This design comes from an exercise in tuning for small area, a short achievable clock period and few clock cycles on the open sky130 flow, not from production work. Where RTL was checked, it was by simulation tests only, not by an equivalence proof against the original. Only the layout flow was run in run 6; the RTL was not checked for function there. The flow treats the clock pin as an ideal source, which a real chip does not have. No activity file was given, so power comes from the tool's default toggle rates.

`flow/config.mk`:
```
export PLATFORM = sky130hd
export DESIGN_NAME = day1_2
export DESIGN_NICKNAME = day1_2
export VERILOG_FILES = /design/flow/design.v
export SDC_FILE = /design/flow/constraint.sdc
export NUM_CORES = 4
export LEC_CHECK = 0
export CAP_MARGIN = 20
export CORE_MARGIN = 2
export CORE_UTILIZATION = 60
export SLEW_MARGIN = 20
```
`flow/constraint.sdc`:
```
create_clock -name core_clock -period 10.0 [get_ports {clk}]
set_input_delay 2.0000 -clock core_clock [delete_from_list [all_inputs] [get_ports {clk}]]
set_output_delay 2.0000 -clock core_clock [all_outputs]
set_load 0.01 [all_outputs]
```
`flow/design.v`:
```
module day1_2 (
    input  logic clk,
    input  logic rst,
    input  logic tvalid_rx,
    output logic tready_rx,
    input  logic [7:0] tdata_rx,
    input  logic tlast_rx,
    output logic tvalid_tx,
    input  logic tready_tx,
    output logic [31:0] tdata_tx,
    output logic tlast_tx
);
  logic       tv;           
  logic       tl;           
  logic       tn;           
  logic [4:0] td;           
  logic       rst_q;
  always_ff @(posedge clk) begin
    rst_q <= rst;
    tv <= tvalid_rx & ~rst;
    tl <= tlast_rx;
    tn <= ~tdata_rx[6];
    td <= tdata_rx[4:0];
  end
  logic [4:0] st;           
  logic [4:0] ns;
  logic       wf;           
  logic [3:0] wd;           
  wire l_e = (td == 5'd5);
  wire l_f = (td == 5'd6);
  wire l_g = (td == 5'd7);
  wire l_h = (td == 5'd8);
  wire l_i = (td == 5'd9);
  wire l_n = (td == 5'd14);
  wire l_o = (td == 5'd15);
  wire l_r = (td == 5'd18);
  wire l_s = (td == 5'd19);
  wire l_t = (td == 5'd20);
  wire l_u = (td == 5'd21);
  wire l_v = (td == 5'd22);
  wire l_w = (td == 5'd23);
  wire l_x = (td == 5'd24);
  wire l_z = (td == 5'd26);
  wire s_root = (st == 5'd0);
  wire s_e = (st == 5'd10);
  wire s_f = (st == 5'd11);
  wire s_n = (st == 5'd8);
  wire s_o = (st == 5'd3);
  wire s_s = (st == 5'd29);
  wire s_t = (st == 5'd9);
  wire s_z = (st == 5'd14);
  wire s_ei = (st == 5'd12);
  wire s_fi = (st == 5'd31);
  wire s_fo = (st == 5'd19);
  wire s_ni = (st == 5'd28);
  wire s_on = (st == 5'd1);
  wire s_se = (st == 5'd15);
  wire s_si = (st == 5'd7);
  wire s_th = (st == 5'd6);
  wire s_tw = (st == 5'd22);
  wire s_ze = (st == 5'd24);
  wire s_eig = (st == 5'd23);
  wire s_fiv = (st == 5'd4);
  wire s_fou = (st == 5'd20);
  wire s_nin = (st == 5'd2);
  wire s_sev = (st == 5'd16);
  wire s_thr = (st == 5'd21);
  wire s_zer = (st == 5'd13);
  wire s_eigh = (st == 5'd5);
  wire s_seve = (st == 5'd27);
  wire s_thre = (st == 5'd30);
  assign ns[0] = (l_e & (s_s | s_sev)) | l_f | (l_g & (s_ei)) | (l_h & (s_eig)) | (l_i & (s_f | s_s)) | (l_n & (s_o | s_fo)) | l_o | (l_r & (s_th | s_ze)) | l_s | l_t;
  assign ns[1] = (l_e & (s_root | s_e | s_f | s_n | s_o | s_s | s_t | s_ei | s_fi | s_fo | s_ni | s_on | s_se | s_si | s_th | s_tw | s_ze | s_eig | s_fiv | s_fou | s_nin | s_sev | s_thr | s_zer | s_eigh | s_seve | s_thre)) | l_f | (l_g & (s_ei)) | (l_h & (s_t)) | (l_i & (s_f | s_s)) | (l_n & (s_ni)) | l_o | (l_w & (s_t)) | l_z;
  assign ns[2] = (l_e & (s_s | s_thr)) | (l_g & (s_ei)) | (l_h & (s_t | s_eig)) | (l_i & (s_e | s_f | s_n | s_s | s_on | s_se | s_ze | s_nin | s_seve | s_thre)) | (l_r & (s_th | s_ze)) | l_s | (l_u & (s_fo)) | (l_v & (s_fi)) | (l_w & (s_t)) | l_z;
  assign ns[3] = l_e | l_f | (l_i & (s_e | s_f | s_n | s_on | s_se | s_ze | s_nin | s_seve | s_thre)) | (l_n & (s_root | s_e | s_f | s_n | s_s | s_t | s_z | s_ei | s_fi | s_on | s_se | s_si | s_th | s_tw | s_ze | s_eig | s_fiv | s_fou | s_nin | s_sev | s_thr | s_zer | s_eigh | s_seve | s_thre)) | (l_r & (s_ze)) | l_s | l_t | l_z;
  assign ns[4] = (l_e & (s_z | s_sev | s_thr)) | (l_g & (s_ei)) | (l_i & (s_f | s_n | s_on | s_nin)) | (l_o & (s_f)) | (l_r & (s_th)) | l_s | (l_u & (s_fo)) | (l_v & (s_se)) | (l_w & (s_t));
  assign wf = (l_e & (s_on | s_fiv | s_nin | s_thre)) | (l_n & (s_seve)) | (l_o & (s_tw | s_zer)) | (l_r & (s_fou)) | (l_t & (s_eigh)) | (l_x & (s_si));
  assign wd[0] = (l_e & (s_on | s_fiv | s_nin | s_thre)) | (l_n & (s_seve));
  assign wd[1] = (l_e & (s_thre)) | (l_n & (s_seve)) | (l_o & (s_tw)) | (l_x & (s_si));
  assign wd[2] = (l_e & (s_fiv)) | (l_n & (s_seve)) | (l_r & (s_fou)) | (l_x & (s_si));
  assign wd[3] = (l_e & (s_nin)) | (l_t & (s_eigh));
  logic [3:0] first_dig, last_dig;
  logic       mac;          
  logic [6:0] acc_lo;
  logic       cy;           
  logic [16:0] acc_hi;
  logic       done;
  wire found = tn | wf;
  wire [3:0] dig = tn ? td[3:0] : wd;
  wire [6:0] val = {first_dig, 3'b000} + {2'b00, first_dig, 1'b0} + {3'b000, last_dig};
  wire fresh = mac | (first_dig == 4'hF);
  always_ff @(posedge clk) begin
    if (rst_q) first_dig <= 4'hF;
    else if (tv && found && fresh) first_dig <= dig;
    else if (mac) first_dig <= 4'hF;
  end
  always_ff @(posedge clk) begin
    if (tv && found) last_dig <= dig;
  end
  always_ff @(posedge clk) begin
    if (rst_q) begin
      st     <= '0;
      mac    <= 1'b0;
      acc_lo <= '0;
      cy     <= 1'b0;
      acc_hi <= '0;
    end else begin
      if (tv) begin
        st   <= (tl || tn) ? 5'd0 : ns;
      end
      mac <= tv & tl;
      {cy, acc_lo} <= {1'b0, acc_lo} + (mac ? {1'b0, val} : 8'd0);
      acc_hi <= acc_hi + {16'd0, cy};
    end
  end
  always_ff @(posedge clk) begin
    done <= ~rst & tready_tx & ~tv & ~mac & ~cy;
  end
  assign tready_rx = 1'b1;
  assign tvalid_tx = done;
  assign tlast_tx  = done;
  assign tdata_tx  = {8'd0, acc_hi, acc_lo};
endmodule
```
`flow/flow/run.sh`:
```
#!/bin/bash
# Layout flow: the standard synthesis, then its combinational logic re-optimised for area
# with ABC (registers, their names and cell types kept), then the standard layout with
# small port buffers, a two-buffer clock tree (flow/clk2.tcl, run before CTS) and a
# tighter setup target for repair_timing.
set -euo pipefail
R=orfs/results/$FLOW_PLATFORM/day1_2/base
bash standard.sh synth > synth.log 2>&1
cp $R/1_2_yosys.v $R/1_2_yosys.std.v
LIB=$FLOW_HOME/platforms/$FLOW_PLATFORM/lib/sky130_fd_sc_hd__tt_025C_1v80.lib \
IN=$R/1_2_yosys.std.v OUT=$R/1_2_yosys.v yosys -c flow/resyn.tcl > resyn.log 2>&1
rm -f $R/1_synth.odb $R/1_synth.sdc
bash standard.sh BUFFER_PORTS_ARGS="-buffer_cell sky130_fd_sc_hd__buf_1" SETUP_SLACK_MARGIN=7.2 \
  PRE_CTS_TCL=$PWD/flow/clk2.tcl \
  CTS_ARGS="-sink_clustering_enable -repair_clock_nets -dont_use_dummy_load" finish > standard.log 2>&1
```
`flow/flow/area.abc`:
```
strash
&get -n
&deepsyn -J 200 -S 1 -T 600
&put
dc2
dch -f
map -D 1800
topo
```
`flow/flow/clk2.tcl`:
```
# Two clkbuf_16 driven by the clock port, each driving the flip-flops on its half of the core.
set block [ord::get_db_block]
set xs {}
set pins {}
foreach pin [get_pins -of_objects [get_nets clk] -filter "direction == input"] {
  set inst [[sta::sta_to_db_pin $pin] getInst]
  set bb [$inst getBBox]
  lappend pins [list [expr ([$bb xMin] + [$bb xMax]) / 2] [expr ([$bb yMin] + [$bb yMax]) / 2] [get_full_name $pin]]
}
set pins [lsort -integer -index 0 $pins]
set n [llength $pins]
set h [expr $n / 2]
set groups [list [lrange $pins 0 [expr $h - 1]] [lrange $pins $h end]]
set k 0
foreach g $groups {
  set sx 0; set sy 0; set names {}
  foreach p $g { set sx [expr $sx + [lindex $p 0]]; set sy [expr $sy + [lindex $p 1]]; lappend names [lindex $p 2] }
  set dbu [$block getDbUnitsPerMicron]
  set cx [expr double($sx) / [llength $g] / $dbu]
  set cy [expr double($sy) / [llength $g] / $dbu]
  insert_buffer -buffer_cell sky130_fd_sc_hd__clkbuf_16 -net clk -load_pins [get_pins $names] -location [list $cx $cy] -buffer_name clkroot_$k -net_name clknet_$k
  incr k
}
foreach i [$block getInsts] { if {[string match clkroot* [$i getName]]} { [[$i findITerm X] getNet] setSigType CLOCK; puts "CLKROOT [$i getName] [[$i getMaster] getName] [[[$i findITerm X] getNet] getName] [llength [[[$i findITerm X] getNet] getITerms]]" } }
```
`flow/flow/resyn.tcl`:
```
# Re-map the combinational logic of the synthesized netlist for area.
# Flip-flops and tie cells stay as they are, with their instance names.
yosys -import
set lib $::env(LIB)
read_liberty -ignore_miss_func $lib
read_verilog $::env(IN)
hierarchy -top $::env(FLOW_TOP)
setattr -mod -set keep_hierarchy 1 sky130_fd_sc_hd__*df* sky130_fd_sc_hd__conb_*
flatten
opt_clean
abc -liberty $lib -script flow/area.abc -dont_use *lpflow* -dont_use *probe*
opt_clean -purge
tee -o resyn_stat.txt stat -liberty $lib
select $::env(FLOW_TOP)
write_verilog -noattr -selected $::env(OUT)
```
`flow/standard.sh`:
```
#!/bin/bash
# synth_recipe.tcl (not shown) runs the flow's synth.tcl, then flattens the netlist and writes it again
# the make line also repeats each setting of config.mk as NAME=value (left out here)
make -C /OpenROAD-flow-scripts/flow DESIGN_CONFIG=/design/flow/config.mk WORK_HOME=/design/flow/orfs CLKGATE_MAP_FILE= SYNTH_SCRIPT=/design/flow/synth_recipe.tcl "${@:-finish}"
```
==> impl_metrics.xml, run 1 <==
<?xml version="1.0" encoding="UTF-8"?>
<metrics>
  <group name="run_status">
    <metric name="run_status" unit="">timing/DRC/antenna clean</metric>
  </group>
  <group name="grt">
    <metric name="grt_first_pass_wirelength" unit="um">9010</metric>
    <metric name="grt_usage" unit="%">24.5</metric>
    <metric name="vias_in_the_first_global_route" unit="">2148</metric>
    <metric name="maximum_number_of_pins_on_one_net_before_global_route_repair" unit="">26</metric>
    <metric name="grt_antenna_before_repair" unit="">0</metric>
    <metric name="gr-total-overflow" unit="">0</metric>
  </group>
  <group name="routing">
    <metric name="drtIter0Drc" unit="">186</metric>
    <metric name="detailroute.via_count" unit="">2587</metric>
    <metric name="drt_pass1_iterations" unit="">5</metric>
    <metric name="remaining_drc_errors" unit="">0</metric>
    <metric name="post_drt_wl_per_cell" unit="um">13.1</metric>
    <metric name="drtAntennaViolNets" unit="">0</metric>
    <metric name="totalWireLength" unit="um">5860</metric>
    <metric name="viasPerCell" unit="">5.80</metric>
  </group>
  <group name="flow_run">
    <metric name="max_cap_viol_count" unit="">0</metric>
  </group>
  <group name="yosys">
    <metric name="synthesis.instances" unit="">349</metric>
    <metric name="syn_avg_cell_area" unit="sq um">7.09</metric>
    <metric name="synth_warnings" unit="">1</metric>
    <metric name="mappedNetlistArea" unit="sq um">2470</metric>
  </group>
  <group name="floorplan">
    <metric name="design.die.area" unit="sq um">4650</metric>
    <metric name="core_area" unit="sq um">3970</metric>
    <metric name="ioPinCount" unit="">48</metric>
    <metric name="floorplan.initialDensity" unit="%">62.3</metric>
    <metric name="rows" unit="">23</metric>
    <metric name="die_height" unit="um">68.2</metric>
    <metric name="die-width" unit="um">68.2</metric>
  </group>
  <group name="worst_setup_path">
    <metric name="worst_setup_path_end_kind" unit="">output port</metric>
    <metric name="worst-endpoint-required" unit="ns">8.00</metric>
    <metric name="cp-start-kind" unit="">flop</metric>
    <metric name="worst-setup-path-type" unit="">reg2out</metric>
    <metric name="cp_data_arrival_time" unit="ns">0.72</metric>
    <metric name="timing.critical_path.slowest_stage_cell" unit="">sky130_fd_sc_hd__dfxtp_1</metric>
    <metric name="timing.critical_path.max_delay_family" unit="">flip-flops</metric>
    <metric name="worstPathCellList" unit="">buf_1</metric>
    <metric name="r2r_cells" unit="">8</metric>
    <metric name="worstReg2RegEnd" unit="">last_dig[1]$_DFFE_PP_</metric>
    <metric name="r2r_setup_slack" unit="ns">7.38</metric>
    <metric name="crit-reg2reg-launch" unit="">st[2]$_SDFFE_PP0P_</metric>
    <metric name="critPathMaxStageDelay" unit="ns">0.39</metric>
    <metric name="path_max_fanout" unit="">5</metric>
    <metric name="critical_path_buf_inv_count" unit="">1</metric>
  </group>
  <group name="hold_path">
    <metric name="min-delay-start" unit="">tv$_DFF_P_</metric>
    <metric name="worstHoldPathCells" unit="">1</metric>
    <metric name="whs_endpoint" unit="">done$_DFF_P_</metric>
    <metric name="hold_class" unit="">reg2reg</metric>
  </group>
  <group name="placement">
    <metric name="io_buffer_count" unit="">36</metric>
    <metric name="dp_worst_setup_slack" unit="ns">7.26</metric>
    <metric name="hpwl" unit="um">4610</metric>
    <metric name="gp_congestion" unit="">0.927</metric>
  </group>
  <group name="timing">
    <metric name="unrepaired_setup_endpoints_after_global_routing" unit="">no</metric>
    <metric name="setup_viol_count_final" unit="">0</metric>
    <metric name="achievable-frequency" unit="MHz">367</metric>
    <metric name="final.period_utilization" unit="%">27.2</metric>
    <metric name="post-route-worst-setup-slack" unit="ns">7.28</metric>
    <metric name="worst_clock_skew" unit="ns">0.00853</metric>
    <metric name="minimum_period_implied_by_the_final_worst_setup_slack" unit="ns">2.72</metric>
    <metric name="finalMaxSlewViolations" unit="">0</metric>
    <metric name="final_hold_viol_count" unit="">0</metric>
    <metric name="setup_tns" unit="ns">0</metric>
  </group>
  <group name="cells_and_area">
    <metric name="final_nets" unit="">411</metric>
    <metric name="drive_above_1_share" unit="%">9.34</metric>
    <metric name="num_antenna_cells" unit="">0</metric>
    <metric name="area_growth_syn_to_layout" unit="%">12.9</metric>
  </group>
  <group name="pwr">
    <metric name="cellLeakagePower" unit="nW">1.06</metric>
    <metric name="vdd.ir_drop.worst" unit="V">0.0000790</metric>
    <metric name="power_density" unit="nW/um^2">117</metric>
  </group>
  <group name="clock_network">
    <metric name="cts_hold_buf" unit="">0</metric>
    <metric name="cts.reportedPaths.clkPinSlew" unit="ns">0.10</metric>
    <metric name="clock_insertion_delay_worst_skew" unit="ns">0.16</metric>
  </group>
</metrics>
==> sequential cells by signal (all words and copies together) (netlist names), 4 cells and up <==
| register | cells |
|---|---|
| acc_hi | 17 |
| acc_lo | 7 |
| st | 5 |
| td | 5 |
| first_dig | 4 |
| last_dig | 4 |
==> area by class of cell, clock buffers not listed <==
type	instances	area [sq um]
multi-input cells	253	1310
repair buffers	38	150
inverters	54	203
fillers	337	1180
flip-flops and latches	49	1020
well taps	50	62.6
==> stage by stage <==
stage / std cells / instance area [sq um] / total power (W) / hold WS [ns] / util, %
5_1_grt: 446 / 2800 / 0.000340 / 0.466 / 70.4
3_3_place_gp: 442 / 2700 / 0.000244 / 0.420 / 68.0
2_1_floorplan: 356 / 2500 / 0.000235 / 0.403 / -
6_report: 446 / 2800 / 0.000327 / 0.440 / 70.4
3_5_place_dp: 442 / 2700 / 0.000245 / 0.430 / 68.0
4_1_cts: 444 / 2750 / 0.000310 / 0.432 / 69.2
==> layer usage <==
metal / wire [um] / vias up / global-route usage (%)
li1: - / 1283 / -
met1: 2470 / 1149 / 30.1
met2: 2810 / 129 / 45.0
met3: 423 / 26 / 2.14
met4: 155 / 0 / 7.25
met5: 0 / - / 0
==> placed cells by master (no fill, tap or decap), types with 2 or more instances in the layout <==
master / instances
sky130_fd_sc_hd__o22ai_1: 3
sky130_fd_sc_hd__nand3_1: 13
sky130_fd_sc_hd__and3_2: 14
sky130_fd_sc_hd__buf_1: 36
sky130_fd_sc_hd__nor4_1: 5
sky130_fd_sc_hd__nor2_1: 63
sky130_fd_sc_hd__a21oi_1: 22
sky130_fd_sc_hd__nor3_1: 10
sky130_fd_sc_hd__inv_2: 3
sky130_fd_sc_hd__nand2_1: 28
sky130_fd_sc_hd__o21a_1: 2
sky130_fd_sc_hd__nand4_1: 2
sky130_fd_sc_hd__clkinv_1: 51
sky130_fd_sc_hd__dfxtp_1: 44
sky130_fd_sc_hd__o31ai_1: 2
sky130_fd_sc_hd__a31oi_1: 11
sky130_fd_sc_hd__o21ai_1: 3
sky130_fd_sc_hd__a22oi_1: 4
sky130_fd_sc_hd__edfxtp_1: 4
sky130_fd_sc_hd__conb_1: 9
sky130_fd_sc_hd__o21ai_0: 35
sky130_fd_sc_hd__clkbuf_16: 2
sky130_fd_sc_hd__xor2_1: 3
sky130_fd_sc_hd__nor3_2: 2
sky130_fd_sc_hd__or2_2: 4
sky130_fd_sc_hd__xnor2_1: 2
sky130_fd_sc_hd__buf_4: 2
sky130_fd_sc_hd__nor2_2: 4
==> worst max-delay path by stage <==
stage / end / depth (start not counted) / from / slack (ns)
global placement: last_dig[3]$_DFFE_PP_ / 10 / st[1]$_SDFFE_PP0P_ / 7.22
finish: tdata_tx[7] / 1 / acc_hi[0]$_SDFF_PP0_ / 7.28
global route: acc_lo[6]$_SDFF_PP0_ / 19 / last_dig[2]$_DFFE_PP_ / 7.19
detailed placement: acc_lo[6]$_SDFF_PP0_ / 18 / last_dig[2]$_DFFE_PP_ / 7.26
floorplan: tlast_tx / 0 / done$_DFF_P_ / 7.60
CTS: acc_lo[6]$_SDFF_PP0_ / 18 / last_dig[2]$_DFFE_PP_ / 7.25
==> power by group <==
| part | leakage, nW | switching, W | internal, W |
|---|---|---|---|
| Combinational | 0.628 | 0.0000230 | 0.0000111 |
| Clock | 0.0246 | 0.0000483 | 0.0000367 |
| Sequential | 0.405 | 0.00000525 | 0.000203 |
| Total | 1.06 | 0.0000766 | 0.000251 |
==> timing repair <==
item / 4_1_cts / 5_1_grt
resized for setup: 0 / 16
setup buffers: 0 / 2
endpoints found under the setup margin: 0 / 7
Testbench counts, summed over its fixed seeds: cycles 33,504.
==> run 2, diff against run 1 <==
--- a/flow/config.mk
+++ b/flow/config.mk
@@ -9,3 +9,3 @@
 export CORE_MARGIN = 2
-export CORE_UTILIZATION = 60
+export CORE_UTILIZATION = 75
 export SLEW_MARGIN = 20
==> impl_metrics.xml, run 2 <==
<?xml version="1.0" encoding="UTF-8"?>
<metrics>
  <group name="worst_setup_path">
    <metric name="worstReg2RegEnd" unit="">acc_lo[6]$_SDFF_PP0_</metric>
    <metric name="timing.critical_path.max_delay_family" unit="">compound AO/OA/AOI/OAI gates</metric>
    <metric name="critPathMaxStageDelay" unit="ns">0.42</metric>
    <metric name="worst-setup-path-type" unit="">reg2reg</metric>
    <metric name="cp-start-kind" unit="">flop</metric>
    <metric name="cp_data_arrival_time" unit="ns">2.88</metric>
    <metric name="worst_setup_path_end_kind" unit="">flop</metric>
    <metric name="timing.critical_path.slowest_stage_cell" unit="">sky130_fd_sc_hd__edfxtp_1</metric>
    <metric name="worstPathCellList" unit="">or2_2 &gt; a31oi_2 &gt; a31oi_2 &gt; a32o_1 &gt; xor2_1 &gt; nand2_1 &gt; o21ai_2 &gt; o21a_1 &gt; o21ai_2 &gt; o21ai_1 &gt; o21ai_1 &gt; nand2_1 &gt; nand3_1 &gt; nand2_1 &gt; nor2_1</metric>
    <metric name="critical_path_buf_inv_count" unit="">0</metric>
    <metric name="worst-endpoint-required" unit="ns">10.11</metric>
    <metric name="path_max_fanout" unit="">3</metric>
    <metric name="cp_common_cell" unit="">sky130_fd_sc_hd__nand2_1</metric>
    <metric name="crit-reg2reg-launch" unit="">last_dig[1]$_DFFE_PP_</metric>
    <metric name="r2r_setup_slack" unit="ns">7.23</metric>
    <metric name="r2r_cells" unit="">15</metric>
  </group>
  <group name="timing">
    <metric name="setup_viol_count_final" unit="">0</metric>
    <metric name="worst_clock_skew" unit="ns">0.00518</metric>
    <metric name="timing.hold.ws" unit="ns">0.428</metric>
    <metric name="final.period_utilization" unit="%">27.7</metric>
    <metric name="achievable-frequency" unit="MHz">361</metric>
    <metric name="setup_tns" unit="ns">0</metric>
    <metric name="finalMaxSlewViolations" unit="">0</metric>
    <metric name="tightestPinTransition" unit="ns">0.517</metric>
    <metric name="minimum_period_implied_by_the_final_worst_setup_slack" unit="ns">2.77</metric>
    <metric name="max-slew-margin-rel" unit="%">65.2</metric>
    <metric name="unrepaired_setup_endpoints_after_global_routing" unit="">yes</metric>
    <metric name="final_hold_viol_count" unit="">0</metric>
  </group>
  <group name="cells_and_area">
    <metric name="final_std_cells_w_o_fill" unit="">440</metric>
    <metric name="area_growth_syn_to_layout" unit="%">13.6</metric>
    <metric name="num_antenna_cells" unit="">0</metric>
    <metric name="multi_input_area" unit="sq um">1330</metric>
    <metric name="drive_above_1_share" unit="%">10.4</metric>
    <metric name="layout_common_cells" unit="">sky130_fd_sc_hd__nor2_1 (65), sky130_fd_sc_hd__clkinv_1 (51), sky130_fd_sc_hd__dfxtp_1 (44)</metric>
    <metric name="layout.filler_cells" unit="">146</metric>
    <metric name="flip_flop_count_of_the_largest_register_after_layout" unit="">17</metric>
    <metric name="final_nets" unit="">411</metric>
    <metric name="most_common_cell_after_layout_fill_and_taps_aside" unit="">sky130_fd_sc_hd__nor2_1</metric>
    <metric name="final-seq-area" unit="sq um">1020</metric>
    <metric name="largestRegisters" unit="">acc_hi x17, acc_lo x7</metric>
    <metric name="regMostFlops" unit="">acc_hi</metric>
  </group>
  <group name="hold_path">
    <metric name="hold_class" unit="">reg2reg</metric>
    <metric name="worstHoldPathCells" unit="">2</metric>
    <metric name="whs_endpoint" unit="">mac$_SDFF_PP0_</metric>
    <metric name="min-delay-start" unit="">tl$_DFF_P_</metric>
  </group>
  <group name="placement">
    <metric name="hpwl" unit="um">4730</metric>
    <metric name="placed_cells" unit="">436</metric>
    <metric name="gp_congestion" unit="">1.16</metric>
    <metric name="io_buffer_count" unit="">36</metric>
  </group>
  <group name="routing">
    <metric name="drt_pass1_iterations" unit="">6</metric>
    <metric name="detailroute.via_count" unit="">2782</metric>
    <metric name="totalWireLength" unit="um">7160</metric>
    <metric name="drtIter0Drc" unit="">389</metric>
    <metric name="post_drt_wl_per_cell" unit="um">16.3</metric>
    <metric name="drtAntennaViolNets" unit="">0</metric>
    <metric name="remaining_drc_errors" unit="">0</metric>
    <metric name="viasPerCell" unit="">6.32</metric>
  </group>
  <group name="yosys">
    <metric name="synthesis.instances" unit="">349</metric>
    <metric name="syn_avg_cell_area" unit="sq um">7.09</metric>
    <metric name="synth_warnings" unit="">1</metric>
    <metric name="mappedNetlistArea" unit="sq um">2470</metric>
  </group>
  <group name="pwr">
    <metric name="power.total" unit="W">0.000334</metric>
    <metric name="cellLeakagePower" unit="nW">1.06</metric>
    <metric name="power_density" unit="nW/um^2">119</metric>
    <metric name="vdd.ir_drop.worst" unit="V">0.000143</metric>
  </group>
  <group name="floorplan">
    <metric name="ioPinCount" unit="">48</metric>
    <metric name="core_area" unit="sq um">3100</metric>
    <metric name="floorplan.initialDensity" unit="%">79.8</metric>
    <metric name="rows" unit="">20</metric>
    <metric name="die_height" unit="um">61.4</metric>
    <metric name="design.die.area" unit="sq um">3780</metric>
    <metric name="die-width" unit="um">61.4</metric>
  </group>
  <group name="grt">
    <metric name="grt_antenna_before_repair" unit="">0</metric>
    <metric name="vias_in_the_first_global_route" unit="">2235</metric>
    <metric name="maximum_number_of_pins_on_one_net_before_global_route_repair" unit="">26</metric>
    <metric name="grt_usage" unit="%">33.1</metric>
    <metric name="grt_first_pass_wirelength" unit="um">9730</metric>
    <metric name="gr-total-overflow" unit="">0</metric>
  </group>
  <group name="flow_run">
    <metric name="max_cap_viol_count" unit="">0</metric>
  </group>
  <group name="clock_network">
    <metric name="clock_insertion_delay_worst_skew" unit="ns">0.16</metric>
    <metric name="cts.reportedPaths.clkPinSlew" unit="ns">0.10</metric>
    <metric name="cts_hold_buf" unit="">0</metric>
  </group>
  <group name="run_status">
    <metric name="run_status" unit="">timing/DRC/antenna clean</metric>
  </group>
</metrics>
[run 2: cell types whose count changed in the layout (fill, tap and decap cells not counted), moves of 2 or more]
cell	before	now
sky130_fd_sc_hd__nor2_2	4	2
sky130_fd_sc_hd__a31oi_2	0	2
sky130_fd_sc_hd__o21ai_2	1	3
sky130_fd_sc_hd__a31oi_1	11	9
sky130_fd_sc_hd__nor2_1	63	65
sky130_fd_sc_hd__o21ai_0	35	32
[run 2: layout make-up, clock buffers not listed]
cell class,count,area share [%]
flip-flops and latches,49,36.4
multi-input cells,253,47.2
inverters,54,7.34
well taps,44,1.96
repair buffers,38,5.38
[run 2: per-stage QoR]
step | area, sq um | setup WS, ns | util [%]
after detailed placement | 2690 | 7.32 | 86.7
final | 2810 | 7.23 | 90.6
after global placement | 2690 | 7.41 | 86.7
after floorplan | 2500 | 7.60 | -
after global routing | 2810 | 7.04 | 90.6
after CTS | 2740 | 7.25 | 88.3
[run 2: worst max-delay path by stage]
stage | from | endpoint | depth (start not counted)
floorplan | done$_DFF_P_ | tlast_tx | 0
global placement | td[1]$_DFF_P_ | last_dig[1]$_DFFE_PP_ | 12
detailed placement | last_dig[1]$_DFFE_PP_ | cy$_SDFF_PP0_ | 14
CTS | first_dig[1]$_SDFFE_PP1P_ | cy$_SDFF_PP0_ | 15
global route | first_dig[1]$_SDFFE_PP1P_ | acc_lo[6]$_SDFF_PP0_ | 20
finish | last_dig[1]$_DFFE_PP_ | acc_lo[6]$_SDFF_PP0_ | 15
[run 2: power breakdown]
group | leakage, nW | total (W) | switching [W] | internal, W
Combinational | 0.633 | 0.0000373 | 0.0000259 | 0.0000114
Clock | 0.0246 | 0.0000879 | 0.0000510 | 0.0000369
Sequential | 0.405 | 0.000209 | 0.00000584 | 0.000203
Total | 1.06 | 0.000334 | 0.0000827 | 0.000251
[run 2: routing by layer]
| metal | routed length (um) | track usage (%) | vias to the layer above |
|---|---|---|---|
| li1 | - | - | 1279 |
| met5 | 0 | 0 | - |
| met1 | 2640 | 40.9 | 1243 |
| met4 | 296 | 9.73 | 0 |
| met2 | 3500 | 59.0 | 218 |
| met3 | 719 | 5.88 | 42 |
[run 2: worst reg2reg max path: stages (launching register included)]
cell                       delay, ns
sky130_fd_sc_hd__edfxtp_1       0.42
sky130_fd_sc_hd__or2_2          0.38
sky130_fd_sc_hd__a31oi_2        0.24
sky130_fd_sc_hd__a31oi_2        0.11
sky130_fd_sc_hd__a32o_1         0.28
sky130_fd_sc_hd__xor2_1         0.16
sky130_fd_sc_hd__nand2_1        0.12
sky130_fd_sc_hd__o21ai_2        0.08
sky130_fd_sc_hd__o21a_1         0.20
sky130_fd_sc_hd__o21ai_2        0.08
sky130_fd_sc_hd__o21ai_1        0.12
sky130_fd_sc_hd__o21ai_1        0.18
sky130_fd_sc_hd__nand2_1        0.11
sky130_fd_sc_hd__nand3_1        0.12
sky130_fd_sc_hd__nand2_1        0.05
sky130_fd_sc_hd__nor2_1         0.08
[run 2: repair_timing]
item | CTS | global route
setup endpoints to repair | 0 | 8
buffers inserted | 0 | 2
resized for setup | 0 | 23
==> run 3, diff against run 2 <==
--- a/flow/flow/run.sh
+++ b/flow/flow/run.sh
@@ -12,3 +12,3 @@
 rm -f $R/1_synth.odb $R/1_synth.sdc
-bash standard.sh BUFFER_PORTS_ARGS="-buffer_cell sky130_fd_sc_hd__buf_1" SETUP_SLACK_MARGIN=7.2 \
+bash standard.sh BUFFER_PORTS_ARGS="-buffer_cell sky130_fd_sc_hd__buf_1" SETUP_SLACK_7.2=MARGIN \
   PRE_CTS_TCL=$PWD/flow/clk2.tcl \
==> flow/flow/area.abc (replaced) <==
strash
&get -n
&deepsyn -J 200 -S 1 -T 600
&put
dc2
dch -f
amap
topo
--- a/flow/config.mk
+++ b/flow/config.mk
@@ -9,3 +9,3 @@
 export CORE_MARGIN = 2
-export CORE_UTILIZATION = 75
+export CORE_UTILIZATION = 40
 export SLEW_MARGIN = 20
==> impl_metrics.xml, run 3 <==
<?xml version="1.0" encoding="UTF-8"?>
<metrics>
  <group name="run_status">
    <metric name="run_status" unit="">timing/DRC/antenna clean</metric>
  </group>
  <group name="yosys">
    <metric name="synth_warnings" unit="">1</metric>
    <metric name="synthesis.instances" unit="">320</metric>
    <metric name="mappedNetlistArea" unit="sq um">2380</metric>
    <metric name="syn_avg_cell_area" unit="sq um">7.45</metric>
  </group>
  <group name="hold_path">
    <metric name="hold_class" unit="">reg2reg</metric>
  </group>
  <group name="clock_network">
    <metric name="cts_post_setup_buffers_inserted" unit="">0</metric>
    <metric name="clock_insertion_delay_worst_skew" unit="ns">0.16</metric>
    <metric name="cts_repair_resize_count" unit="">0</metric>
    <metric name="cts.reportedPaths.clkPinSlew" unit="ns">0.09</metric>
    <metric name="cts_hold_buf" unit="">0</metric>
  </group>
  <group name="placement">
    <metric name="placed_area" unit="sq um">2640</metric>
    <metric name="placed_cells" unit="">438</metric>
    <metric name="hpwl" unit="um">4540</metric>
    <metric name="gp_congestion" unit="">0.894</metric>
    <metric name="io_buffer_count" unit="">36</metric>
  </group>
  <group name="worst_setup_path">
    <metric name="r2r_setup_slack" unit="ns">6.91</metric>
    <metric name="cp-start-kind" unit="">flop</metric>
    <metric name="cp_data_arrival_time" unit="ns">3.17</metric>
    <metric name="worst_setup_path_end_kind" unit="">flop</metric>
    <metric name="path_max_fanout" unit="">7</metric>
    <metric name="worst-endpoint-required" unit="ns">10.09</metric>
    <metric name="worst-setup-path-type" unit="">reg2reg</metric>
  </group>
  <group name="pwr">
    <metric name="vdd.ir_drop.worst" unit="V">0.000109</metric>
    <metric name="cellLeakagePower" unit="nW">0.935</metric>
    <metric name="power_density" unit="nW/um^2">121</metric>
  </group>
  <group name="cells_and_area">
    <metric name="flip_flop_count_of_the_largest_register_after_layout" unit="">17</metric>
    <metric name="drive_above_1_share" unit="%">0.548</metric>
    <metric name="final_std_cells_w_o_fill" unit="">440</metric>
    <metric name="largestRegisters" unit="">acc_hi x17, acc_lo x7</metric>
    <metric name="layout_common_cells" unit="">sky130_fd_sc_hd__nor2_1 (58), sky130_fd_sc_hd__dfxtp_1 (45), sky130_fd_sc_hd__nor3_1 (37)</metric>
    <metric name="stdcell_area" unit="sq um">2690</metric>
    <metric name="regMostFlops" unit="">acc_hi</metric>
    <metric name="area_growth_syn_to_layout" unit="%">12.8</metric>
    <metric name="layout.filler_cells" unit="">602</metric>
    <metric name="num_antenna_cells" unit="">0</metric>
    <metric name="final_nets" unit="">380</metric>
    <metric name="most_common_cell_after_layout_fill_and_taps_aside" unit="">sky130_fd_sc_hd__nor2_1</metric>
  </group>
  <group name="timing">
    <metric name="setup_tns" unit="ns">0</metric>
    <metric name="setup_viol_count_final" unit="">0</metric>
    <metric name="max-slew-margin-rel" unit="%">39.5</metric>
    <metric name="finalMaxSlewViolations" unit="">0</metric>
    <metric name="worst_clock_skew" unit="ns">0.00380</metric>
    <metric name="achievable-frequency" unit="MHz">324</metric>
    <metric name="minimum_period_implied_by_the_final_worst_setup_slack" unit="ns">3.09</metric>
    <metric name="unrepaired_setup_endpoints_after_global_routing" unit="">no</metric>
    <metric name="tightestPinTransition" unit="ns">0.907</metric>
    <metric name="final_hold_viol_count" unit="">0</metric>
    <metric name="final.period_utilization" unit="%">30.9</metric>
  </group>
  <group name="grt">
    <metric name="grt.met1_usage" unit="%">23.9</metric>
    <metric name="grt_antenna_before_repair" unit="">0</metric>
    <metric name="grtUsageMet3" unit="%">2.22</metric>
    <metric name="gr-total-overflow" unit="">0</metric>
    <metric name="vias_in_the_first_global_route" unit="">2106</metric>
    <metric name="global_route.usage.met2" unit="%">29.9</metric>
    <metric name="grt.busiest_layer" unit="">met2</metric>
    <metric name="maximum_number_of_pins_on_one_net_before_global_route_repair" unit="">27</metric>
    <metric name="grt_usage" unit="%">17.4</metric>
    <metric name="grt_first_pass_wirelength" unit="um">9420</metric>
  </group>
  <group name="floorplan">
    <metric name="design.die.area" unit="sq um">6600</metric>
    <metric name="ioPinCount" unit="">48</metric>
    <metric name="rows" unit="">28</metric>
    <metric name="core_area" unit="sq um">5850</metric>
    <metric name="floorplan.initialDensity" unit="%">40.8</metric>
    <metric name="die-width" unit="um">81.2</metric>
    <metric name="die_height" unit="um">81.2</metric>
  </group>
  <group name="flow_run">
    <metric name="max_cap_viol_count" unit="">0</metric>
  </group>
  <group name="routing">
    <metric name="drt_pass1_iterations" unit="">4</metric>
    <metric name="viasPerCell" unit="">5.50</metric>
    <metric name="detailroute.via_count" unit="">2418</metric>
    <metric name="drtIter0Drc" unit="">144</metric>
    <metric name="post_drt_wl_per_cell" unit="um">13.2</metric>
    <metric name="drtAntennaViolNets" unit="">0</metric>
    <metric name="totalWireLength" unit="um">5800</metric>
    <metric name="remaining_drc_errors" unit="">0</metric>
  </group>
</metrics>
==> run 3: worst paths after layout <==
kind / cells past startpoint / from / end
max: 19 / first_dig[1]$_SDFFE_PP1P_ / cy$_SDFF_PP0_
min: 1 / acc_hi[16]$_SDFF_PP0_ / acc_hi[16]$_SDFF_PP0_
max reg2reg: 19 / first_dig[1]$_SDFFE_PP1P_ / cy$_SDFF_PP0_
min reg2reg: 1 / acc_hi[16]$_SDFF_PP0_ / acc_hi[16]$_SDFF_PP0_
==> run 3: where the power goes <==
part           leakage, nW  internal [W]  switching (W)
Sequential           0.404      0.000203     0.00000659
Combinational        0.506     0.0000105      0.0000194
Clock               0.0246     0.0000368      0.0000497
Total                0.935      0.000250      0.0000757
==> run 3: metal layers <==
layer	up-vias	routed length [um]
met1	1096	2620
met5	-	0
met4	0	91
met2	84	2730
li1	1226	-
met3	12	350
==> run 3: critical path, stage by stage, from the launching register on <==
cell                       delay [ns]
sky130_fd_sc_hd__dfxtp_1         0.45
sky130_fd_sc_hd__nor2_1          0.10
sky130_fd_sc_hd__a21oi_1         0.17
sky130_fd_sc_hd__nand2_1         0.09
sky130_fd_sc_hd__nand2_1         0.09
sky130_fd_sc_hd__nor2_1          0.07
sky130_fd_sc_hd__o21a_1          0.20
sky130_fd_sc_hd__nor3_1          0.30
sky130_fd_sc_hd__nand2_1         0.08
sky130_fd_sc_hd__o21ai_0         0.12
sky130_fd_sc_hd__nor2_1          0.10
sky130_fd_sc_hd__a21oi_1         0.18
sky130_fd_sc_hd__o21ai_0         0.15
sky130_fd_sc_hd__o21ai_0         0.13
sky130_fd_sc_hd__nor2_1          0.08
sky130_fd_sc_hd__nor2b_1         0.21
sky130_fd_sc_hd__o22ai_1         0.14
sky130_fd_sc_hd__nor2_1          0.15
sky130_fd_sc_hd__clkinv_1        0.07
sky130_fd_sc_hd__a21oi_1         0.13
==> run 3: stage by stage <==
stage,hold slack [ns],power [W],setup slack [ns],utilization (%)
2_1_floorplan,0.427,0.000234,7.43,-
3_5_place_dp,0.459,0.000243,6.98,45.1
4_1_cts,0.459,0.000309,6.92,46.0
5_1_grt,0.504,0.000343,6.50,46.0
6_report,0.473,0.000326,6.91,46.0
3_3_place_gp,0.445,0.000243,6.90,45.1
==> run 3: final cells by class, clock buffers not listed <==
class                           count  area, sq um  area share (%)
Inverter                           32          120            4.47
Multi-Input combinational cell    246         1270            47.2
Sequential cell                    49         1020            38.0
Tap cell                           75         93.8            3.49
Timing Repair Buffer               36          135            5.02
==> run 4, diff against run 3 <==
--- a/flow/flow/run.sh
+++ b/flow/flow/run.sh
@@ -12,3 +12,3 @@
 rm -f $R/1_synth.odb $R/1_synth.sdc
-bash standard.sh BUFFER_PORTS_ARGS="-buffer_cell sky130_fd_sc_hd__buf_1" SETUP_SLACK_7.2=MARGIN \
+bash standard.sh BUFFER_PORTS_ARGS="-buffer_cell sky130_fd_sc_hd__buf_1" SETUP_SLACK_MARGIN=7.1 \
   PRE_CTS_TCL=$PWD/flow/clk2.tcl \
==> flow/flow/area.abc (replaced) <==
strash
&get -n
&deepsyn -J 200 -S 1 -T 600
&put
dc2
dch -f
map -D 1800
topo
==> impl_metrics.xml, run 4 <==
<?xml version="1.0" encoding="UTF-8"?>
<metrics>
  <group name="hold_path">
    <metric name="hold_class" unit="">reg2reg</metric>
    <metric name="min-delay-start" unit="">tl$_DFF_P_</metric>
  </group>
  <group name="routing">
    <metric name="remaining_drc_errors" unit="">0</metric>
    <metric name="post_drt_wl_per_cell" unit="um">12.7</metric>
    <metric name="drtIter0Drc" unit="">122</metric>
    <metric name="drtAntennaViolNets" unit="">0</metric>
    <metric name="totalWireLength" unit="um">5970</metric>
    <metric name="viasPerCell" unit="">5.37</metric>
    <metric name="drt_pass1_iterations" unit="">4</metric>
    <metric name="detailroute.via_count" unit="">2517</metric>
  </group>
  <group name="timing">
    <metric name="minimum_period_implied_by_the_final_worst_setup_slack" unit="ns">2.73</metric>
    <metric name="finalMaxSlewViolations" unit="">0</metric>
    <metric name="final_hold_viol_count" unit="">0</metric>
    <metric name="worst_clock_skew" unit="ns">0.00472</metric>
    <metric name="final.period_utilization" unit="%">27.3</metric>
    <metric name="achievable-frequency" unit="MHz">366</metric>
    <metric name="setup_viol_count_final" unit="">0</metric>
    <metric name="unrepaired_setup_endpoints_after_global_routing" unit="">no</metric>
    <metric name="setup_tns" unit="ns">0</metric>
  </group>
  <group name="yosys">
    <metric name="synth_warnings" unit="">1</metric>
    <metric name="mappedNetlistArea" unit="sq um">2470</metric>
    <metric name="syn_avg_cell_area" unit="sq um">7.09</metric>
    <metric name="synthesis.instances" unit="">349</metric>
  </group>
  <group name="placement">
    <metric name="gp_congestion" unit="">0.938</metric>
    <metric name="hpwl" unit="um">4710</metric>
    <metric name="placed_area" unit="sq um">2730</metric>
    <metric name="io_buffer_count" unit="">36</metric>
  </group>
  <group name="floorplan">
    <metric name="design.die.area" unit="sq um">6830</metric>
    <metric name="core_area" unit="sq um">5960</metric>
    <metric name="floorplan.initialDensity" unit="%">41.6</metric>
    <metric name="die_height" unit="um">82.7</metric>
    <metric name="ioPinCount" unit="">48</metric>
    <metric name="die-width" unit="um">82.7</metric>
    <metric name="rows" unit="">28</metric>
  </group>
  <group name="worst_setup_path">
    <metric name="worst-setup-path-type" unit="">reg2out</metric>
    <metric name="cp_data_arrival_time" unit="ns">0.73</metric>
    <metric name="worstReg2RegEnd" unit="">cy$_SDFF_PP0_</metric>
    <metric name="worstPathCellList" unit="">buf_1</metric>
    <metric name="timing.critical_path.to" unit="">tdata_tx[7]</metric>
    <metric name="r2r_setup_slack" unit="ns">7.37</metric>
    <metric name="worst_setup_path_startpoint" unit="">acc_hi[0]$_SDFF_PP0_</metric>
    <metric name="timing.critical_path.slowest_stage_cell" unit="">sky130_fd_sc_hd__dfxtp_1</metric>
    <metric name="cp-start-kind" unit="">flop</metric>
    <metric name="r2r_cells" unit="">14</metric>
    <metric name="timing.critical_path.max_delay_family" unit="">flip-flops</metric>
    <metric name="cp_num_cells" unit="">1</metric>
    <metric name="worst-endpoint-required" unit="ns">8.00</metric>
    <metric name="path_max_fanout" unit="">5</metric>
    <metric name="crit-reg2reg-launch" unit="">last_dig[1]$_DFFE_PP_</metric>
    <metric name="worst_setup_path_end_kind" unit="">output port</metric>
    <metric name="critical_path_buf_inv_count" unit="">1</metric>
    <metric name="critPathMaxStageDelay" unit="ns">0.39</metric>
  </group>
  <group name="cells_and_area">
    <metric name="stdcell_area" unit="sq um">2800</metric>
    <metric name="regMostFlops" unit="">acc_hi</metric>
    <metric name="num_antenna_cells" unit="">0</metric>
    <metric name="flip_flop_count_of_the_largest_register_after_layout" unit="">17</metric>
    <metric name="final_nets" unit="">409</metric>
    <metric name="layout_common_cells" unit="">sky130_fd_sc_hd__nor2_1 (66), sky130_fd_sc_hd__clkinv_1 (54), sky130_fd_sc_hd__dfxtp_1 (45)</metric>
    <metric name="most_common_cell_after_layout_fill_and_taps_aside" unit="">sky130_fd_sc_hd__nor2_1</metric>
    <metric name="area_growth_syn_to_layout" unit="%">13.0</metric>
    <metric name="largestRegisters" unit="">acc_hi x17, acc_lo x7</metric>
    <metric name="drive_above_1_share" unit="%">6.60</metric>
    <metric name="layout.filler_cells" unit="">638</metric>
  </group>
  <group name="grt">
    <metric name="maximum_number_of_pins_on_one_net_before_global_route_repair" unit="">26</metric>
    <metric name="vias_in_the_first_global_route" unit="">2176</metric>
    <metric name="gr-total-overflow" unit="">0</metric>
    <metric name="grt_usage" unit="%">17.4</metric>
    <metric name="grt_antenna_before_repair" unit="">0</metric>
    <metric name="grt_first_pass_wirelength" unit="um">9720</metric>
  </group>
  <group name="pwr">
    <metric name="cellLeakagePower" unit="nW">1.04</metric>
    <metric name="vdd.ir_drop.worst" unit="V">0.000144</metric>
    <metric name="power_density" unit="nW/um^2">118</metric>
  </group>
  <group name="clock_network">
    <metric name="cts_post_setup_buffers_inserted" unit="">0</metric>
    <metric name="cts_repair_resize_count" unit="">0</metric>
    <metric name="cts_hold_buf" unit="">0</metric>
    <metric name="cts.reportedPaths.clkPinSlew" unit="ns">0.10</metric>
    <metric name="clock_insertion_delay_worst_skew" unit="ns">0.16</metric>
  </group>
  <group name="flow_run">
    <metric name="max_cap_viol_count" unit="">0</metric>
  </group>
  <group name="run_status">
    <metric name="run_status" unit="">timing/DRC/antenna clean</metric>
  </group>
</metrics>
run 4: layer usage:
| layer | vias up | global-route usage (%) | routed length (um) | share of wire [%] |
|---|---|---|---|---|
| met2 | 97 | 31.6 | 2840 | 48 |
| met3 | 20 | 1.20 | 382 | 6.4 |
| met4 | 0 | 4.26 | 167 | 2.8 |
| met1 | 1109 | 22.3 | 2580 | 43 |
| met5 | - | 0 | 0 | 0 |
| li1 | 1291 | - | - | - |
run 4: cell type report, clock buffers not listed:
cell class | instances | area, sq um | share of cell area, %
multi-input cells | 253 | 1290 | 46.3
flip-flops and latches | 49 | 1020 | 36.5
inverters | 54 | 203 | 7.25
repair buffers | 36 | 135 | 4.83
well taps | 75 | 93.8 | 3.35
run 4: per-stage QoR:
step,power (W),setup slack [ns],hold slack [ns],utilization (%),std cells
after global placement,0.000245,7.22,0.415,45.8,467
after detailed placement,0.000245,7.28,0.418,45.8,467
after CTS,0.000310,7.26,0.418,46.7,469
after global routing,0.000346,7.11,0.464,47.0,469
final,0.000329,7.27,0.428,47.0,469
after floorplan,0.000235,7.60,0.403,-,356
run 4: how the worst min path moves through the flow:
stage | endpoint | slack [ns] | depth (start not counted)
after floorplan | mac$_SDFF_PP0_ | 0.40 | 2
after global placement | mac$_SDFF_PP0_ | 0.41 | 2
after detailed placement | mac$_SDFF_PP0_ | 0.42 | 2
after CTS | mac$_SDFF_PP0_ | 0.42 | 2
after global routing | mac$_SDFF_PP0_ | 0.46 | 2
final | mac$_SDFF_PP0_ | 0.43 | 2
run 4: power breakdown:
part | internal, W | switching, W | leakage (nW)
sequential | 0.000203 | 0.00000522 | 0.404
combinational | 0.0000106 | 0.0000222 | 0.612
clock | 0.0000369 | 0.0000515 | 0.0246
==> run 5, diff against run 4 <==
--- a/flow/flow/run.sh
+++ b/flow/flow/run.sh
@@ -12,3 +12,3 @@
 rm -f $R/1_synth.odb $R/1_synth.sdc
-bash standard.sh BUFFER_PORTS_ARGS="-buffer_cell sky130_fd_sc_hd__buf_1" SETUP_SLACK_MARGIN=7.1 \
+bash standard.sh BUFFER_PORTS_ARGS="-buffer_cell sky130_fd_sc_hd__buf_1" SETUP_SLACK_MARGIN=7.3 \
   PRE_CTS_TCL=$PWD/flow/clk2.tcl \
==> impl_metrics.xml, run 5 <==
<?xml version="1.0" encoding="UTF-8"?>
<metrics>
  <group name="run_status">
    <metric name="run_status" unit="">timing/DRC/antenna clean</metric>
  </group>
  <group name="worst_setup_path">
    <metric name="critical_path_buf_inv_count" unit="">1</metric>
    <metric name="worstPathCellList" unit="">clkbuf_2</metric>
    <metric name="worst-setup-path-type" unit="">reg2out</metric>
    <metric name="timing.critical_path.max_delay_family" unit="">flip-flops</metric>
    <metric name="worst-endpoint-required" unit="ns">8.00</metric>
    <metric name="crit-reg2reg-launch" unit="">st[2]$_SDFFE_PP0P_</metric>
    <metric name="worst_setup_path_end_kind" unit="">output port</metric>
    <metric name="timing.critical_path.slowest_stage_cell" unit="">sky130_fd_sc_hd__dfxtp_1</metric>
    <metric name="r2r_setup_slack" unit="ns">7.46</metric>
    <metric name="worstReg2RegEnd" unit="">last_dig[2]$_DFFE_PP_</metric>
    <metric name="cp-start-kind" unit="">flop</metric>
    <metric name="critPathMaxStageDelay" unit="ns">0.37</metric>
    <metric name="r2r_cells" unit="">8</metric>
    <metric name="cp_data_arrival_time" unit="ns">0.68</metric>
    <metric name="path_max_fanout" unit="">3</metric>
  </group>
  <group name="hold_path">
    <metric name="whs_endpoint" unit="">mac$_SDFF_PP0_</metric>
    <metric name="hold_class" unit="">reg2reg</metric>
    <metric name="worstHoldPathCells" unit="">2</metric>
    <metric name="min-delay-start" unit="">tl$_DFF_P_</metric>
  </group>
  <group name="pwr">
    <metric name="netSwitchingFraction" unit="%">24.1</metric>
    <metric name="power_density" unit="nW/um^2">114</metric>
    <metric name="intPower" unit="W">0.000251</metric>
    <metric name="cellLeakagePower" unit="nW">1.16</metric>
    <metric name="seqPwrFrac" unit="%">63.0</metric>
    <metric name="vdd.ir_drop.worst" unit="V">0.000144</metric>
    <metric name="psw" unit="W">0.0000796</metric>
    <metric name="proportion_of_power_drawn_by_combinational_gates" unit="%">10.3</metric>
    <metric name="clock_power_share" unit="%">26.7</metric>
  </group>
  <group name="cells_and_area">
    <metric name="final-seq-area" unit="sq um">1050</metric>
    <metric name="layout.filler_cells" unit="">638</metric>
    <metric name="most_common_cell_after_layout_fill_and_taps_aside" unit="">sky130_fd_sc_hd__nor2_1</metric>
    <metric name="final_nets" unit="">411</metric>
    <metric name="multi_input_area" unit="sq um">1320</metric>
    <metric name="regMostFlops" unit="">acc_hi</metric>
    <metric name="drive_above_1_share" unit="%">21.5</metric>
    <metric name="postLayoutCoreUtil" unit="%">48.8</metric>
    <metric name="num_antenna_cells" unit="">0</metric>
    <metric name="largestRegisters" unit="">acc_hi x17, acc_lo x7</metric>
    <metric name="flip_flop_count_of_the_largest_register_after_layout" unit="">17</metric>
    <metric name="area_growth_syn_to_layout" unit="%">17.3</metric>
    <metric name="layout_common_cells" unit="">sky130_fd_sc_hd__nor2_1 (64), sky130_fd_sc_hd__clkinv_1 (50), sky130_fd_sc_hd__o21ai_0 (34)</metric>
  </group>
  <group name="timing">
    <metric name="worst_clock_skew" unit="ns">0.00459</metric>
    <metric name="unrepaired_setup_endpoints_after_global_routing" unit="">yes</metric>
    <metric name="setup_viol_count_final" unit="">0</metric>
    <metric name="setup_tns" unit="ns">0</metric>
    <metric name="final_hold_viol_count" unit="">0</metric>
    <metric name="final.period_utilization" unit="%">26.8</metric>
    <metric name="minimum_period_implied_by_the_final_worst_setup_slack" unit="ns">2.68</metric>
    <metric name="post-route-worst-setup-slack" unit="ns">7.32</metric>
    <metric name="finalMaxSlewViolations" unit="">0</metric>
    <metric name="achievable-frequency" unit="MHz">373</metric>
  </group>
  <group name="routing">
    <metric name="drt_pass1_iterations" unit="">5</metric>
    <metric name="post_drt_wl_per_cell" unit="um">13.0</metric>
    <metric name="drtIter0Drc" unit="">118</metric>
    <metric name="viasPerCell" unit="">5.33</metric>
    <metric name="drtAntennaViolNets" unit="">0</metric>
    <metric name="totalWireLength" unit="um">6140</metric>
    <metric name="detailroute.via_count" unit="">2511</metric>
    <metric name="remaining_drc_errors" unit="">0</metric>
  </group>
  <group name="clock_network">
    <metric name="clock_insertion_delay_worst_skew" unit="ns">0.16</metric>
    <metric name="cts_hold_buf" unit="">0</metric>
    <metric name="cts.reportedPaths.clkPinSlew" unit="ns">0.10</metric>
  </group>
  <group name="yosys">
    <metric name="synth_warnings" unit="">1</metric>
    <metric name="mappedNetlistArea" unit="sq um">2470</metric>
    <metric name="synthesis.instances" unit="">349</metric>
    <metric name="syn_avg_cell_area" unit="sq um">7.09</metric>
  </group>
  <group name="placement">
    <metric name="io_buffer_count" unit="">36</metric>
    <metric name="dp_worst_setup_slack" unit="ns">7.28</metric>
    <metric name="gp_congestion" unit="">0.938</metric>
    <metric name="hpwl" unit="um">4710</metric>
  </group>
  <group name="floorplan">
    <metric name="design.die.area" unit="sq um">6830</metric>
    <metric name="die_height" unit="um">82.7</metric>
    <metric name="floorplan.initialDensity" unit="%">41.6</metric>
    <metric name="die-width" unit="um">82.7</metric>
    <metric name="rows" unit="">28</metric>
    <metric name="ioPinCount" unit="">48</metric>
    <metric name="core_area" unit="sq um">5960</metric>
  </group>
  <group name="grt">
    <metric name="grt_first_pass_wirelength" unit="um">9720</metric>
    <metric name="maximum_number_of_pins_on_one_net_before_global_route_repair" unit="">26</metric>
    <metric name="grt_usage" unit="%">17.4</metric>
    <metric name="grt_antenna_before_repair" unit="">0</metric>
    <metric name="vias_in_the_first_global_route" unit="">2176</metric>
    <metric name="gr-total-overflow" unit="">0</metric>
  </group>
  <group name="flow_run">
    <metric name="max_cap_viol_count" unit="">0</metric>
  </group>
</metrics>
-- run 5: cell types whose count changed in the layout (fill, tap and decap cells not counted), sizes merged --
cell	change
buf	-24
clkbuf	+26
clkinv	-4
clkinvlp	+1
inv	+3
-- run 5: power by group through the flow --
stage                     logic [W]  clock network (W)  registers, W
final                     0.0000341          0.0000884      0.000208
after global routing      0.0000394          0.0000984      0.000209
after CTS                 0.0000322          0.0000657      0.000213
after detailed placement  0.0000320                  0      0.000213
after global placement    0.0000321                  0      0.000213
after floorplan           0.0000232                  0      0.000212
-- run 5: metal layers --
metal / wire length [um] / up-vias / global-route usage, %
li1: - / 1293 / -
met1: 2630 / 1094 / 22.3
met2: 2940 / 102 / 31.6
met3: 380 / 22 / 1.20
met4: 185 / 0 / 4.26
met5: 0 / - / 0
-- run 5: tightest hold or removal path: cells and delay by family, from the launching register on --
family	cells	cell delay [ns]
flip-flops	1	0.33
AND/OR/NAND/NOR	1	0.03
buffers and inverters	1	0.04
-- run 5: area by class of cell, clock buffers not listed --
cell class,instances,share of cell area (%)
flip-flops and latches,49,36.2
repair buffers,38,6.29
inverters,54,7.11
well taps,75,3.23
multi-input cells,253,45.5
-- run 5: per-stage QoR --
step                cell area, sq um  hold slack, ns  total power (W)  cells
detailed placement              2730           0.418         0.000245    467
global placement                2730           0.415         0.000245    467
global route                    2900           0.457         0.000347    471
floorplan                       2500           0.403         0.000235    356
finish                          2900           0.421         0.000331    471
CTS                             2780           0.418         0.000311    469
-- run 5: worst max-delay path by stage --
stage                          start                    end  slack (ns)  depth (start not counted)
6_report        acc_lo[0]$_SDFF_PP0_            tdata_tx[0]        7.32                          1
5_1_grt        last_dig[2]$_DFFE_PP_          cy$_SDFF_PP0_        7.23                         18
4_1_cts        last_dig[2]$_DFFE_PP_          cy$_SDFF_PP0_        7.35                         17
3_5_place_dp           td[1]$_DFF_P_  last_dig[2]$_DFFE_PP_        7.28                         12
3_3_place_gp      st[1]$_SDFFE_PP0P_  last_dig[2]$_DFFE_PP_        7.22                         10
2_1_floorplan           done$_DFF_P_               tlast_tx        7.60                          0
-- run 5: repair_timing --
item / 4_1_cts / 5_1_grt
endpoints found under the setup margin: 4 / 37
setup buffers: 0 / 2
gates resized for setup: 1 / 67
pin swaps: 0 / 3
==> run 6, diff against run 5 <==
--- a/flow/design.v
+++ b/flow/design.v
@@ -97,3 +97,4 @@
   always_ff @(posedge clk) begin
-    if (tv && found) last_dig <= dig;
+    if (rst_q) last_dig <= 4'h0;
+    else if (tv && found) last_dig <= dig;
   end
--- a/flow/flow/run.sh
+++ b/flow/flow/run.sh
@@ -12,3 +12,3 @@
 rm -f $R/1_synth.odb $R/1_synth.sdc
-bash standard.sh BUFFER_PORTS_ARGS="-buffer_cell sky130_fd_sc_hd__buf_1" SETUP_SLACK_MARGIN=7.3 \
+bash standard.sh BUFFER_PORTS_ARGS="-buffer_cell sky130_fd_sc_hd__buf_1" SETUP_SLACK_MARGIN=7.2 \
   PRE_CTS_TCL=$PWD/flow/clk2.tcl \
==> impl_metrics.xml, run 6 <==
<?xml version="1.0" encoding="UTF-8"?>
<metrics>
  <group name="placement">
    <metric name="io_buffer_count" unit="">36</metric>
    <metric name="gp_congestion" unit="">0.972</metric>
    <metric name="hpwl" unit="um">4820</metric>
  </group>
  <group name="worst_setup_path">
    <metric name="path_max_fanout" unit="">3</metric>
    <metric name="worst-endpoint-required" unit="ns">8.00</metric>
    <metric name="worstReg2RegEnd" unit="">acc_lo[6]$_SDFF_PP0_</metric>
    <metric name="timing.critical_path.slowest_stage_cell" unit="">sky130_fd_sc_hd__dfxtp_1</metric>
    <metric name="timing.critical_path.max_delay_family" unit="">flip-flops</metric>
    <metric name="critical_path_buf_inv_count" unit="">1</metric>
    <metric name="critPathMaxStageDelay" unit="ns">0.39</metric>
    <metric name="worstPathCellList" unit="">buf_1</metric>
    <metric name="worst_setup_path_startpoint" unit="">acc_lo[3]$_SDFF_PP0_</metric>
    <metric name="worst_setup_path_end_kind" unit="">output port</metric>
    <metric name="cp_data_arrival_time" unit="ns">0.72</metric>
    <metric name="worst-setup-path-type" unit="">reg2out</metric>
    <metric name="r2r_cells" unit="">13</metric>
    <metric name="r2r_setup_slack" unit="ns">7.38</metric>
    <metric name="cp-start-kind" unit="">flop</metric>
    <metric name="crit-reg2reg-launch" unit="">first_dig[1]$_SDFFE_PP1P_</metric>
  </group>
  <group name="yosys">
    <metric name="synthesis.instances" unit="">351</metric>
    <metric name="mappedNetlistArea" unit="sq um">2460</metric>
    <metric name="syn_avg_cell_area" unit="sq um">7.02</metric>
    <metric name="synth_warnings" unit="">1</metric>
  </group>
  <group name="grt">
    <metric name="vias_in_the_first_global_route" unit="">2188</metric>
    <metric name="gr-total-overflow" unit="">0</metric>
    <metric name="grt_first_pass_wirelength" unit="um">10000</metric>
    <metric name="maximum_number_of_pins_on_one_net_before_global_route_repair" unit="">26</metric>
    <metric name="grt_antenna_before_repair" unit="">0</metric>
    <metric name="grt_usage" unit="%">18.3</metric>
  </group>
  <group name="timing">
    <metric name="unrepaired_setup_endpoints_after_global_routing" unit="">yes</metric>
    <metric name="finalMaxSlewViolations" unit="">0</metric>
    <metric name="minimum_period_implied_by_the_final_worst_setup_slack" unit="ns">2.72</metric>
    <metric name="setup_viol_count_final" unit="">0</metric>
    <metric name="tightestPinTransition" unit="ns">0.601</metric>
    <metric name="achievable-frequency" unit="MHz">368</metric>
    <metric name="max-slew-margin-rel" unit="%">59.6</metric>
    <metric name="final.period_utilization" unit="%">27.2</metric>
    <metric name="final_hold_viol_count" unit="">0</metric>
    <metric name="worst_clock_skew" unit="ns">0.00763</metric>
    <metric name="setup_tns" unit="ns">0</metric>
    <metric name="timing.hold.ws" unit="ns">0.424</metric>
  </group>
  <group name="floorplan">
    <metric name="rows" unit="">28</metric>
    <metric name="floorplan.initialDensity" unit="%">41.6</metric>
    <metric name="die_height" unit="um">82.5</metric>
    <metric name="ioPinCount" unit="">48</metric>
    <metric name="core_area" unit="sq um">5920</metric>
    <metric name="design.die.area" unit="sq um">6800</metric>
    <metric name="die-width" unit="um">82.5</metric>
  </group>
  <group name="cells_and_area">
    <metric name="drive_above_1_share" unit="%">12.6</metric>
    <metric name="area_growth_syn_to_layout" unit="%">16.0</metric>
    <metric name="largestRegisters" unit="">acc_hi x17, acc_lo x7</metric>
    <metric name="layout_common_cells" unit="">sky130_fd_sc_hd__nor2_1 (57), sky130_fd_sc_hd__dfxtp_1 (43), sky130_fd_sc_hd__clkinv_1 (39)</metric>
    <metric name="most_common_cell_after_layout_fill_and_taps_aside" unit="">sky130_fd_sc_hd__nor2_1</metric>
    <metric name="flip_flop_count_of_the_largest_register_after_layout" unit="">17</metric>
    <metric name="num_antenna_cells" unit="">0</metric>
    <metric name="final_nets" unit="">411</metric>
    <metric name="regMostFlops" unit="">acc_hi</metric>
  </group>
  <group name="hold_path">
    <metric name="min-delay-start" unit="">tl$_DFF_P_</metric>
    <metric name="whs_endpoint" unit="">mac$_SDFF_PP0_</metric>
    <metric name="worstHoldPathCells" unit="">2</metric>
    <metric name="hold_class" unit="">reg2reg</metric>
  </group>
  <group name="routing">
    <metric name="route.met2.wl" unit="um">3070</metric>
    <metric name="drtIter0Drc" unit="">98</metric>
    <metric name="detailroute.via_count" unit="">2497</metric>
    <metric name="route.top_layer_used" unit="">met4</metric>
    <metric name="totalWireLength" unit="um">6290</metric>
    <metric name="post_drt_wl_per_cell" unit="um">13.4</metric>
    <metric name="viasPerCell" unit="">5.30</metric>
    <metric name="remaining_drc_errors" unit="">0</metric>
    <metric name="drtAntennaViolNets" unit="">0</metric>
    <metric name="wl_met1" unit="um">2810</metric>
    <metric name="drt_pass1_iterations" unit="">4</metric>
    <metric name="wire_length_on_met3" unit="um">269</metric>
  </group>
  <group name="pwr">
    <metric name="seqPwrFrac" unit="%">63.4</metric>
    <metric name="proportion_of_power_drawn_by_combinational_gates" unit="%">10.2</metric>
    <metric name="vdd.ir_drop.worst" unit="V">0.000141</metric>
    <metric name="clock_power_share" unit="%">26.4</metric>
    <metric name="netSwitchingFraction" unit="%">24.1</metric>
    <metric name="cellLeakagePower" unit="nW">1.06</metric>
    <metric name="psw" unit="W">0.0000786</metric>
    <metric name="intPower" unit="W">0.000247</metric>
    <metric name="power_density" unit="nW/um^2">114</metric>
    <metric name="power.total" unit="W">0.000326</metric>
  </group>
  <group name="clock_network">
    <metric name="cts.reportedPaths.clkPinSlew" unit="ns">0.10</metric>
    <metric name="clock_insertion_delay_worst_skew" unit="ns">0.16</metric>
    <metric name="cts_hold_buf" unit="">0</metric>
    <metric name="cts_post_setup_buffers_inserted" unit="">0</metric>
  </group>
  <group name="flow_run">
    <metric name="max_cap_viol_count" unit="">0</metric>
  </group>
  <group name="run_status">
    <metric name="run_status" unit="">timing/DRC/antenna clean</metric>
  </group>
</metrics>
==> run 6: layout make-up, clock buffers not listed <==
type,instances,area (sq um)
well taps,75,93.8
inverters,44,174
multi-input cells,265,1410
flip-flops and latches,49,991
repair buffers,36,135
fillers,615,3070
==> run 6: worst max-delay path by stage <==
| stage | endpoint | cells after the start | slack, ns |
|---|---|---|---|
| 2_1_floorplan | acc_lo[6]$_SDFF_PP0_ | 12 | 7.53 |
| 3_3_place_gp | st[0]$_SDFFE_PP0P_ | 15 | 6.92 |
| 3_5_place_dp | st[0]$_SDFFE_PP0P_ | 15 | 7.01 |
| 4_1_cts | acc_lo[6]$_SDFF_PP0_ | 16 | 7.21 |
| 5_1_grt | acc_lo[6]$_SDFF_PP0_ | 18 | 7.16 |
| 6_report | tdata_tx[3] | 1 | 7.28 |
==> run 6: metrics by stage <==
step | utilization [%] | setup WS [ns] | instances | area (sq um)
floorplan | - | 7.53 | 358 | 2490
global placement | 45.9 | 6.92 | 469 | 2720
detailed placement | 45.9 | 7.01 | 469 | 2720
CTS | 47.0 | 7.21 | 471 | 2780
global route | 48.2 | 7.16 | 471 | 2860
finish | 48.2 | 7.28 | 471 | 2860
==> run 6: worst register-to-register path, cell delays in order (launching register included) <==
cell and delay, ns:
sky130_fd_sc_hd__dfxtp_4 0.39, sky130_fd_sc_hd__clkinv_1 0.08, sky130_fd_sc_hd__nor2_1 0.13, sky130_fd_sc_hd__nor2_1 0.07
sky130_fd_sc_hd__or3_2 0.45, sky130_fd_sc_hd__o211ai_1 0.29, sky130_fd_sc_hd__xor2_1 0.14, sky130_fd_sc_hd__or2_2 0.31
sky130_fd_sc_hd__nand2_1 0.12, sky130_fd_sc_hd__nor2_1 0.07, sky130_fd_sc_hd__a21oi_2 0.18, sky130_fd_sc_hd__o21ai_2 0.09
sky130_fd_sc_hd__o21ai_0 0.16, sky130_fd_sc_hd__a21oi_1 0.06
==> run 6: power groups by stage <==
| stage | sequential, W | combinational [W] | clock (W) |
|---|---|---|---|
| after global placement | 0.000211 | 0.0000309 | 0 |
| after global routing | 0.000207 | 0.0000381 | 0.0000978 |
| after floorplan | 0.000209 | 0.0000223 | 0 |
| after detailed placement | 0.000211 | 0.0000309 | 0 |
| after CTS | 0.000211 | 0.0000312 | 0.0000657 |
| final | 0.000207 | 0.0000334 | 0.0000860 |
==> run 6: what timing repair did <==
item / 4_1_cts / 5_1_grt
gates resized for setup: 6 / 31
endpoints found under the setup margin: 3 / 15
pin swaps: 0 / 3
gates cloned: 0 / 0
==> run 6: per-layer routing <==
metal	global-route usage, %	up-vias
li1	-	1298
met1	24.5	1123
met2	31.9	60
met3	1.09	16
met4	4.67	0
met5	0	-

afterwards: timing with drivers on the ports:
How much do the figures lean on ideal ports? The routed layouts below were timed once more, with nothing changed but the port constraints.
Step 1, drivers: a clkbuf_16 drives clk and a buf_2 each remaining input, both assumed.
Step 2, shift: input delay + t, output delay - t, t = (earliest + latest rising clock arrival at the registers) / 2. This alone moves slack from input paths to output paths.
Three values: no drivers, after step 1, after step 2; two values: the first two.
run	t (ns)	setup slack, ns	hold slack, ns	worst slew at a driven data input, ns	cell pins on the clock port's net
run 1	0.200	7.276 / 7.230 / 7.376	0.440 / 0.440 / 0.440	0.04	2
run 2	0.205	7.228 / 7.207 / 7.228	0.428 / 0.428 / 0.428	0.04	2
run 3	0.201	6.912 / 6.912 / 6.912	0.473 / 0.473 / 0.473	0.04	2
run 4	0.206	7.271 / 7.221 / 7.370	0.428 / 0.428 / 0.428	0.04	2
run 5	0.206	7.320 / 7.271 / 7.456	0.421 / 0.421 / 0.421	0.04	2
run 6	0.200	7.282 / 7.237 / 7.379	0.424 / 0.424 / 0.424	0.04	2
After both steps every run listed still meets setup and hold.
